Source: an optimization exercise on an open RTL-to-GDS flow (aim: small area). Production flows keep margins and buffers that such runs may drop. In this exercise RTL edits were held to simulation tests only and were not proved equivalent to the original. The clock input has no modelled driver; a real chip could not lean on it and would need a root buffer or a full tree. Power is estimated from default activity; no workload was simulated.

==> flow/design.v (excerpt) <==
module NDigitDisplay #(
    parameter N_DIGITS=8
)(
    input  logic        clk,
    input  logic        rstn,
    input  logic        rx,
    input  logic        send,
    output logic        tx,
    output logic [7:0]  an,
    output logic [6:0]  seg
);
    function automatic logic [6:0] dec(input logic [4:0] c);
        dec[0] = (c == 5'd13) | (c == 5'd11) | (c == 5'd7) | (c == 5'd6) | (c == 5'd5) | (c == 5'd3) | (c == 5'd2) | (c == 5'd1) | (c == 5'd29) | (c == 5'd27) | (c == 5'd26) | (c == 5'd25) | (c == 5'd23) | (c == 5'd22) | (c == 5'd17);
        dec[1] = (c == 5'd13) | (c == 5'd12) | (c == 5'd10) | (c == 5'd9) | (c == 5'd8) | (c == 5'd4) | (c == 5'd3) | (c == 5'd2) | (c == 5'd1) | (c == 5'd28) | (c == 5'd27) | (c == 5'd24) | (c == 5'd18) | (c == 5'd17);
        dec[2] = (c == 5'd12) | (c == 5'd10) | (c == 5'd9) | (c == 5'd3) | (c == 5'd31) | (c == 5'd29) | (c == 5'd27) | (c == 5'd21) | (c == 5'd17);
        dec[3] = (c == 5'd15) | (c == 5'd14) | (c == 5'd9) | (c == 5'd7) | (c == 5'd6) | (c == 5'd4) | (c == 5'd2) | (c == 5'd1) | (c == 5'd31) | (c == 5'd30) | (c == 5'd29) | (c == 5'd24) | (c == 5'd23) | (c == 5'd17);
        dec[4] = (c == 5'd15) | (c == 5'd6) | (c == 5'd5) | (c == 5'd30) | (c == 5'd28) | (c == 5'd25) | (c == 5'd23) | (c == 5'd22) | (c == 5'd20) | (c == 5'd19) | (c == 5'd17);
  ...
Size in the first run: about 370 cells after synthesis, roughly 110 flip-flops.
==> module uart_tx, before the edit <==
module uart_tx (
    input  logic clk,
    input  logic rst,
    input  logic send,
    output logic tx
);
    localparam logic [7:0] MSG = "E";
    logic [3:0]  st;
    logic [10:0] u;
    wire term = (u[9:0] == 10'd520);           
    wire kick = (st == 4'd1);
    wire stop = term && (st == 4'd13);
    always_ff @(posedge clk or posedge rst) begin
        if (rst) begin
            st <= 4'd0;
            u  <= '0;
        end else begin
            u <= {u[9] ^ kick ^ stop, u[8:4], u[3] ^ kick ^ stop, u[2:0], u[10] ^ u[1] ^ term};
            case (st)
                4'd0:  if (send) st <= 4'd1;
                4'd1:  st <= 4'd2;
                4'd2:  if (term) st <= 4'd3;
                4'd3:  st <= 4'd4;
                4'd4:  if (term) st <= 4'd5;
                4'd5:  if (term) st <= 4'd6;
                4'd6:  if (term) st <= 4'd7;
                4'd7:  if (term) st <= 4'd8;
                4'd8:  if (term) st <= 4'd9;
                4'd9:  if (term) st <= 4'd10;
                4'd10: if (term) st <= 4'd11;
                4'd11: if (term) st <= 4'd12;
                4'd12: if (term) st <= 4'd13;
                4'd13: if (term) st <= 4'd14;
                default: st <= 4'd0;
            endcase
        end
    end
    always_comb begin
        case (st)
            4'd2, 4'd3:                  tx = 1'b0;        
            4'd4:                        tx = MSG[0];
            4'd5:                        tx = MSG[1];
            4'd6:                        tx = MSG[2];
            4'd7:                        tx = MSG[3];
            4'd8:                        tx = MSG[4];
            4'd9:                        tx = MSG[5];
            4'd10:                       tx = MSG[6];
            4'd11:                       tx = MSG[7];
            default:                     tx = 1'b1;
        endcase
    end
endmodule
==> module uart_rx, before the edit <==
module uart_rx (
    input  logic       clk,
    input  logic       rst,
    input  logic       rx,
    output logic [7:0] data,
    output logic       valid
);
    localparam logic [3:0] S_IDLE = 4'd0, S_DONE = 4'd11, S_START = 4'd1, S_STOP = 4'd10;
    logic [3:0]  st;
    logic [10:0] u;
    wire idle = (st == S_IDLE) || (st == S_DONE);
    wire term = (u[9:0] == 10'd520);
    wire kick = idle && !rx;
    wire stop = term && (st == S_STOP || (st == S_START && rx));
    assign valid = (st == S_DONE);
    logic [3:0] st_succ;
    always_comb
        case (st)
            4'd2: st_succ = 4'd3;
            4'd3: st_succ = 4'd4;
            4'd4: st_succ = 4'd5;
            4'd5: st_succ = 4'd6;
            4'd6: st_succ = 4'd7;
            4'd7: st_succ = 4'd8;
            4'd8: st_succ = 4'd9;
            default: st_succ = 4'd10;
        endcase
    wire in_data = (st != S_IDLE) && (st != S_DONE) && (st != S_START) && (st != S_STOP);
    always_ff @(posedge clk or posedge rst) begin
        if (rst) begin
            st <= S_IDLE;
            u  <= '0;
        end else begin
            u <= {u[9] ^ stop, u[8] ^ kick, u[7:4], u[3] ^ kick ^ stop, u[2], u[1] ^ kick, u[0], u[10] ^ u[1] ^ term};
            if (idle) st <= rx ? S_IDLE : S_START;
            else if (term) begin
                if (st == S_START)     st <= rx ? S_IDLE : 4'd2;
                else if (st == S_STOP) st <= S_DONE;
                else                   st <= st_succ;
            end
        end
    end
    always_ff @(posedge clk)
        if (term && in_data) data <= {rx, data[7:1]};
endmodule
==> module rxlogic_handle, before the edit <==
module rxlogic_handle (
    input  logic        clk,
    input  logic        rst,
    input  logic [7:0]  data,
    input  logic        valid,
    input  logic        adv,     
    output logic [4:0]  code     
);
    function automatic logic [4:0] enc(input logic [7:0] c);
        logic is_letter, is_digit;
        logic [4:0] lcode, dcode;
        is_letter = (c[7:5] == 3'b010) && (c[4:0] != 5'd0) && (c[4:0] <= 5'd26);
        is_digit  = (c[7:4] == 4'b0011) && (c[3:0] <= 4'd9);
        lcode = ((c[4:0] == 5'd24) ? 5'd8 : c[4:0]) ^ 5'd15;
        dcode[0] = (c[3:0] == 4'd2) | (c[3:0] == 4'd4) | (c[3:0] == 4'd7) | (c[3:0] == 4'd9);
        dcode[1] = (c[3:0] == 4'd1) | (c[3:0] == 4'd4) | (c[3:0] == 4'd6) | (c[3:0] == 4'd7) | (c[3:0] == 4'd9);
        dcode[2] = (c[3:0] == 4'd1) | (c[3:0] == 4'd2) | (c[3:0] == 4'd3) | (c[3:0] == 4'd4) | (c[3:0] == 4'd5) | (c[3:0] == 4'd7);
        dcode[3] = (c[3:0] == 4'd5) | (c[3:0] == 4'd7);
        dcode[4] = (c[3:0] == 4'd2) | (c[3:0] == 4'd3) | (c[3:0] == 4'd4) | (c[3:0] == 4'd5) | (c[3:0] == 4'd6) | (c[3:0] == 4'd8) | (c[3:0] == 4'd9);
        enc = is_letter ? lcode : is_digit ? dcode : 5'd17;
    endfunction
    logic [39:0] d;        
    logic [2:0]  rs;       
    logic [2:0]  wpos;     
    logic        pend;     
    logic        fl;       
    wire  [4:0]  wcode = enc(data);
    wire         wnow  = (valid | pend) && (wpos == 3'd7);
    function automatic logic [2:0] inc1(input logic [2:0] x);
        inc1 = {x[2] ^ (x[1] & x[0]), x[1] ^ x[0], ~x[0]};
    endfunction
    function automatic logic [2:0] inc2(input logic [2:0] x);
        inc2 = {x[2] ^ x[1], ~x[1], x[0]};
    endfunction
    always_ff @(posedge clk or posedge rst) begin
        if (rst) begin
            fl   <= 1'b1;
            rs   <= 3'd0;
            wpos <= 3'd7;
            pend <= 1'b0;
        end else begin
            if (wpos == 3'd6) fl <= 1'b0;
            pend <= (valid | pend) && !wnow;
            wpos <= wnow ? wpos : inc1(wpos);
            rs   <= adv ? inc2(rs) : inc1(rs);
        end
    end
    always_ff @(posedge clk)
        d <= {d[34:0], wnow ? wcode : (d[39:35] & {5{~fl}})};
    assign code = (pend && rs == wpos) ? wcode : (d[5*rs +: 5] & {5{~fl}});
endmodule
clock: 10.0 ns
lec_check: 0
cap_margin: 20
core_margin: 2
core_utilization: 40
slew_margin: 20
standard.sh (not shown) runs the stock make flow with config.mk's settings and CLKGATE_MAP_FILE= SYNTH_SCRIPT=/design/flow/synth_recipe.tcl, a recipe that flattens the netlist after the stock synthesis.
==> flow/flow/run.sh <==
#!/bin/bash
# Layout flow: the standard synthesis with an area-oriented ABC script
# and no adder extraction, then the standard ORFS steps with a lighter clock
# tree and minimum-size port buffers. Each step's output goes to its own log.
set -euo pipefail
F=$PWD/flow
export MY_ABC_SCRIPT=$F/abc_area.script
export FLOW_SYNTH_TCL=$PWD/synth_recipe.tcl
bash standard.sh SYNTH_SCRIPT=$F/mysynth.tcl ADDER_MAP_FILE= synth > synth.log 2>&1
export PRE_CTS_TCL=$F/mycts.tcl
bash standard.sh \
  "BUFFER_PORTS_ARGS=-buffer_cell sky130_fd_sc_hd__buf_1" \
  finish > layout.log 2>&1
Other scripts of this flow, unchanged in this note and not shown: flow/flow/abc_area.script, flow/flow/mycts.tcl, flow/flow/mysynth.tcl
Next try:
--- a/flow/design.v
+++ b/flow/design.v
@@ -3,20 +3,21 @@
     input  logic rst,
     input  logic send,
     output logic tx
 );
+    localparam logic [10:0] T_INIT = 11'd1007;
     localparam logic [7:0] MSG = "E";
     logic [3:0]  st;
-    logic [10:0] u;
-    wire term = (u[9:0] == 10'd520);           
-    wire kick = (st == 4'd1);
-    wire stop = term && (st == 4'd13);
+    logic [10:0] t;
+    wire term = (t[9:0] == 10'd503);
+    wire fb   = ~(t[10] ^ t[1]) ^ term;
+    wire run  = (st != 4'd0) && (st != 4'd1);
     always_ff @(posedge clk or posedge rst) begin
         if (rst) begin
             st <= 4'd0;
-            u  <= '0;
-        end else begin
-            u <= {u[9] ^ kick ^ stop, u[8:4], u[3] ^ kick ^ stop, u[2:0], u[10] ^ u[1] ^ term};
+            t  <= T_INIT;
+        end else begin
+            t <= run ? {t[9:0], fb} : T_INIT;
             case (st)
                 4'd0:  if (send) st <= 4'd1;
                 4'd1:  st <= 4'd2;
                 4'd2:  if (term) st <= 4'd3;
@@ -56,15 +57,15 @@
     input  logic       rx,
     output logic [7:0] data,
     output logic       valid
 );
+    localparam logic [10:0] T_INIT = 11'd1515;
     localparam logic [3:0] S_IDLE = 4'd0, S_DONE = 4'd11, S_START = 4'd1, S_STOP = 4'd10;
     logic [3:0]  st;
-    logic [10:0] u;
+    logic [10:0] t;
     wire idle = (st == S_IDLE) || (st == S_DONE);
-    wire term = (u[9:0] == 10'd520);
-    wire kick = idle && !rx;
-    wire stop = term && (st == S_STOP || (st == S_START && rx));
+    wire term = (t[9:0] == 10'd503);
+    wire fb   = ~(t[10] ^ t[1]) ^ term;
     assign valid = (st == S_DONE);
     logic [3:0] st_succ;
     always_comb
         case (st)
@@ -80,11 +81,11 @@
     wire in_data = (st != S_IDLE) && (st != S_DONE) && (st != S_START) && (st != S_STOP);
     always_ff @(posedge clk or posedge rst) begin
         if (rst) begin
             st <= S_IDLE;
-            u  <= '0;
-        end else begin
-            u <= {u[9] ^ stop, u[8] ^ kick, u[7:4], u[3] ^ kick ^ stop, u[2], u[1] ^ kick, u[0], u[10] ^ u[1] ^ term};
+            t  <= T_INIT;
+        end else begin
+            t <= idle ? T_INIT : {t[9:0], fb};
             if (idle) st <= rx ? S_IDLE : S_START;
             else if (term) begin
                 if (st == S_START)     st <= rx ? S_IDLE : 4'd2;
                 else if (st == S_STOP) st <= S_DONE;
@@ -119,9 +120,8 @@
     logic [39:0] d;        
     logic [2:0]  rs;       
     logic [2:0]  wpos;     
     logic        pend;     
-    logic        fl;       
     wire  [4:0]  wcode = enc(data);
     wire         wnow  = (valid | pend) && (wpos == 3'd7);
     function automatic logic [2:0] inc1(input logic [2:0] x);
         inc1 = {x[2] ^ (x[1] & x[0]), x[1] ^ x[0], ~x[0]};
@@ -130,22 +130,20 @@
         inc2 = {x[2] ^ x[1], ~x[1], x[0]};
     endfunction
     always_ff @(posedge clk or posedge rst) begin
         if (rst) begin
-            fl   <= 1'b1;
+            d    <= '0;
             rs   <= 3'd0;
             wpos <= 3'd7;
             pend <= 1'b0;
         end else begin
-            if (wpos == 3'd6) fl <= 1'b0;
+            d    <= {d[34:0], wnow ? wcode : d[39:35]};
             pend <= (valid | pend) && !wnow;
             wpos <= wnow ? wpos : inc1(wpos);
             rs   <= adv ? inc2(rs) : inc1(rs);
         end
     end
-    always_ff @(posedge clk)
-        d <= {d[34:0], wnow ? wcode : (d[39:35] & {5{~fl}})};
-    assign code = (pend && rs == wpos) ? wcode : (d[5*rs +: 5] & {5{~fl}});
+    assign code = (pend && rs == wpos) ? wcode : d[5*rs +: 5];
 endmodule
 module NDigitDisplay #(
     parameter N_DIGITS=8
 )(
The changed run passed the timing, DRC and antenna checks; critical path depth went down by 1; setup slack is better by 0.13 ns; synthesized area went up by 4.4%; hold slack is better by 0.014 ns; total power drops by 9.9%; global-route usage goes up by 0.45 points; routed wire length came out higher by about 5.4%; synthesized cell count rises by 0.54%; clock skew stays flat; sequential power fell by about 7%; combinational power drops by about 40%; maximum frequency went up by about 3.3%.
In every run of this note, the design's own scripts or RTL, not TritonCTS, make the clock network.

afterwards: timing with drivers on the ports:
No port has a modelled driver above. Below, the same layouts with a new extraction and two added sets of constraints. Step 1 (the two cells are an assumption about what drives the block):
set clk [get_ports {clk}]
set_driving_cell -lib_cell sky130_fd_sc_hd__clkbuf_16 $clk
set_driving_cell -lib_cell sky130_fd_sc_hd__buf_2 [delete_from_list [all_inputs] $clk]
Step 2, shift: input delay + t, output delay - t, t = (earliest + latest rising clock arrival at the registers) / 2. This alone moves slack from input paths to output paths. a / b / c = no drivers / after step 1 / after step 2; a / b = the first two.
| run | t, ns | slack for setup (ns) | hold WS [ns] | worst register clock-pin slew, ns |
|---|---|---|---|---|
| the first run | 0.245 | 6.034 / 5.992 / 6.238 | 0.347 / 0.347 / 0.347 | 0.10 / 0.10 |
| the second run | 0.248 | 6.162 / 6.121 / 6.369 | 0.361 / 0.361 / 0.361 | 0.11 / 0.11 |
After both steps setup and hold are still met in every run listed.
